Context: an optimization exercise on an open-source flow, tuned for a short achievable clock period and few clock cycles. The choices shown serve that exercise and are no tape-out recipe. In this exercise RTL edits were held to simulation tests only and were not proved equivalent to the original. Power figures rest on the tool's default switching activity, not on a simulated workload.

== rev 12 ==
// mips_top
module mips_top(clk, rst, imem_addr, imem_rdata, dmem_addr, dmem_wdata, dmem_we, dmem_rdata);
Settings: LEC_CHECK=0, CAP_MARGIN=20, CORE_MARGIN=2, CORE_UTILIZATION=40, SETUP_SLACK_MARGIN=5, SLEW_MARGIN=20, SYNTH_HIERARCHICAL=1, SYNTH_MINIMUM_KEEP_SIZE=0; clock period 11.0 ns.
standard.sh (not shown) runs the stock make flow with config.mk's settings and CLKGATE_MAP_FILE= SYNTH_SCRIPT=/design/flow/synth_recipe.tcl, a recipe that flattens the netlist after the stock synthesis.
==> flow/flow/run.sh <==
#!/bin/bash
set -euo pipefail
bash standard.sh SETUP_SLACK_MARGIN=7.5 ADDER_MAP_FILE= MATCH_CELL_FOOTPRINT=0 finish > make_finish.log 2>&1
Testbench counts of rev 12, summed over its fixed seeds: cycles 43,448.
## Diff of input files: rev 13 against rev 12
diff --git a/flow/design.v b/flow/design.v
--- a/flow/design.v
+++ b/flow/design.v
@@ -118,17 +118,16 @@
   input [31:0] dmem_rdata;
   output [31:0] rf_rs1, rf_rs2;
   input [31:0] rf_rd1, rf_rd2;
   output rf_we;
   output [4:0] rf_wa;
   output [31:0] rf_wd;
   reg d_valid, d_ptaken, d_ptok;
   reg [31:0] d_ins, d_pc4, d_pnpc, d_sel1, d_sel2;
-  reg [4:0] d_rs, d_rt;
   reg e_valid, e_wen, e_lw, e_sw, e_beq, e_bne, e_jr, e_fl, e_ptaken, e_ptok, e_off0;
   reg e_s_sum, e_s_diff, e_s_and, e_s_or, e_s_slt, e_s_link;
   reg [4:0] e_dest;
   reg [31:0] e_a, e_b, e_bi, e_imm, e_pc4, e_pnpc;
   reg m_wen, m_lw, m_sw;
   reg [4:0] m_dest;
   reg [31:0] m_res, m_addr, m_wdata;
   wire redirect, stall;
@@ -152,17 +151,17 @@
                  .rtarget(rtarget), .stall(stall), .pc_d(pc_d3), .pc4(pc4_3),
                  .jal(jal_3), .ptaken(ptaken_3), .ptok(ptok_3));
   assign pc_d = {pc_d3[31:24], pc_d2[23:16], pc_d1[15:8], pc_d0[7:0]};
   d_flop program_counter(.d(pc_d), .clk(clk), .q(pc));
   d_flop program_counter_n(.d(~pc_d), .clk(clk), .q(pc_n));
   en_reg link_reg(.clk(clk), .rst(rst), .en(f_jal & ~redirect & ~stall), .d(pc4), .q(link));
   assign imem_addr = pc;
   wire [5:0] dop = d_ins[31:26], fn = d_ins[5:0];
-  wire [4:0] drs = d_rs, drt = d_rt, drd = d_ins[15:11];
+  wire [4:0] drs = d_ins[25:21], drt = d_ins[20:16], drd = d_ins[15:11];
   wire [15:0] dimm = d_ins[15:0];
   wire [31:0] simm = {{16{dimm[15]}}, dimm};
   wire d_rtype = (dop == 6'b000000);
   wire d_jr    = d_rtype & (fn == 6'b001000);
   wire d_addi  = (dop == 6'b001000);
   wire d_andi  = (dop == 6'b001100);
   wire d_lw    = (dop == 6'b100011);
   wire d_sw    = (dop == 6'b101011);
@@ -208,17 +207,18 @@
                ({32{e_s_or}} & (e_a | e_bi)) |
                {31'b0, e_s_slt & lt} |
                ({32{e_s_link}} & e_pc4);
   wire [31:0] btarget;
   ks_add #(30) bt_add(.a(e_pc4[31:2]), .b(e_imm[29:0]), .cin(1'b0), .s(btarget[31:2]));
   assign btarget[1:0] = e_pc4[1:0];
   wire eq = (e_a == e_b);
   wire taken = e_beq ? eq : ~eq;
-  wire br_miss = (e_beq | e_bne) & ~e_off0 & (taken ? ~e_ptok : e_ptaken);
+  wire br_miss = (e_beq | e_bne) &
+                 ((e_ptaken & ~e_ptok) | (~e_off0 & (taken ? ~e_ptaken : e_ptaken)));
   wire jr_miss = e_jr & (e_a != e_pnpc);
   assign redirect = e_valid & (br_miss | jr_miss);
   assign rtarget = e_jr ? e_a : (taken ? btarget : e_pc4);
   always @(posedge clk) begin
     if (rst) begin
       d_valid <= 1'b0;
       e_valid <= 1'b0;
       m_wen <= 1'b0;
@@ -226,25 +226,23 @@
     end else begin
       if (redirect | ~stall) d_valid <= ~redirect;
       e_valid <= d_valid & ~redirect & ~stall;
       m_wen <= e_valid & e_wen;
       m_sw <= e_valid & e_sw;
     end
     if (~stall) begin
       d_ins <= ins;
+      d_sel1 <= 32'b1 << ins[25:21];
+      d_sel2 <= 32'b1 << ins[20:16];
       d_pc4 <= pc4;
       d_pnpc <= link;
       d_ptaken <= f_ptaken;
       d_ptok <= f_ptok;
     end
-    d_rs <= stall ? d_ins[25:21] : ins[25:21];
-    d_rt <= stall ? d_ins[20:16] : ins[20:16];
-    d_sel1 <= 32'b1 << (stall ? d_ins[25:21] : ins[25:21]);
-    d_sel2 <= 32'b1 << (stall ? d_ins[20:16] : ins[20:16]);
     e_wen <= d_wen;
     e_lw <= d_lw;
     e_sw <= d_sw;
     e_beq <= d_beq;
     e_bne <= d_bne;
     e_jr <= d_jr;
     e_s_sum <= d_s_sum;
     e_s_diff <= d_s_diff;
[summary]
Measured against each other, rev 12 and rev 13 differ in fraction of area in multi-input gates, the lower figure coming from rev 13. Looking only at sequential cell count, and setting everything else aside, the lower value of rev 12 and rev 13 goes to rev 13. Of rev 12 and rev 13, the higher net load switching power belongs to rev 12. Highest net fanout along the worst path sits lower in rev 13 than in rev 12. Delta (rev 13 minus rev 12): highest clock frequency the design can meet stayed essentially flat, proportion of cell area occupied by registers rose by 0.81 points. Share of total power in combinational logic: rev 12 and rev 13 compared, lower one is rev 13. In rev 13 the final wirelength turned out 11000 um lower than in rev 12. In terms of final clock period utilization by the worst path, rev 13 and rev 12 differ only marginally. Final area: rev 13 vs rev 12 down about 0.9%. Rev 12 → rev 13: count of clock-buffer cells in the layout lost 4; power density normalized to cell area lost 0.95 mW/mm2; final cell count lost about 1.1%.
Testbench counts of rev 13, summed over its fixed seeds: cycles 43,448.

separate check: timing with driven ports:
The flow's constraints put no driver on any port. The routed layouts listed below were extracted and timed again, unchanged, in two steps. Step 1, drivers: a clkbuf_16 drives clk and a buf_2 each remaining input, both assumed. Step 2 also shifts input and output timing later by t, the mid clock arrival at the registers, as if the neighbouring blocks saw the same clock. a / b / c = ideal / step 1 / step 2; a / b = the first two.
run	t (ns)	setup WS [ns]	hold WS [ns]	latest minus earliest clock arrival (ns)	worst data-port slew with drivers (ns)
rev 12	0.901	7.408 / 7.342 / 6.648	0.324 / 0.324 / 0.324	0.082 / 0.082	0.19
rev 13	0.917	7.418 / 7.337 / 6.579	0.327 / 0.327 / 0.327	0.072 / 0.072	0.11
After both steps every run listed still meets setup and hold. For rev 13, which loses most, drivers alone change the setup slack by -0.081 ns; drivers and shift together by -0.839 ns.
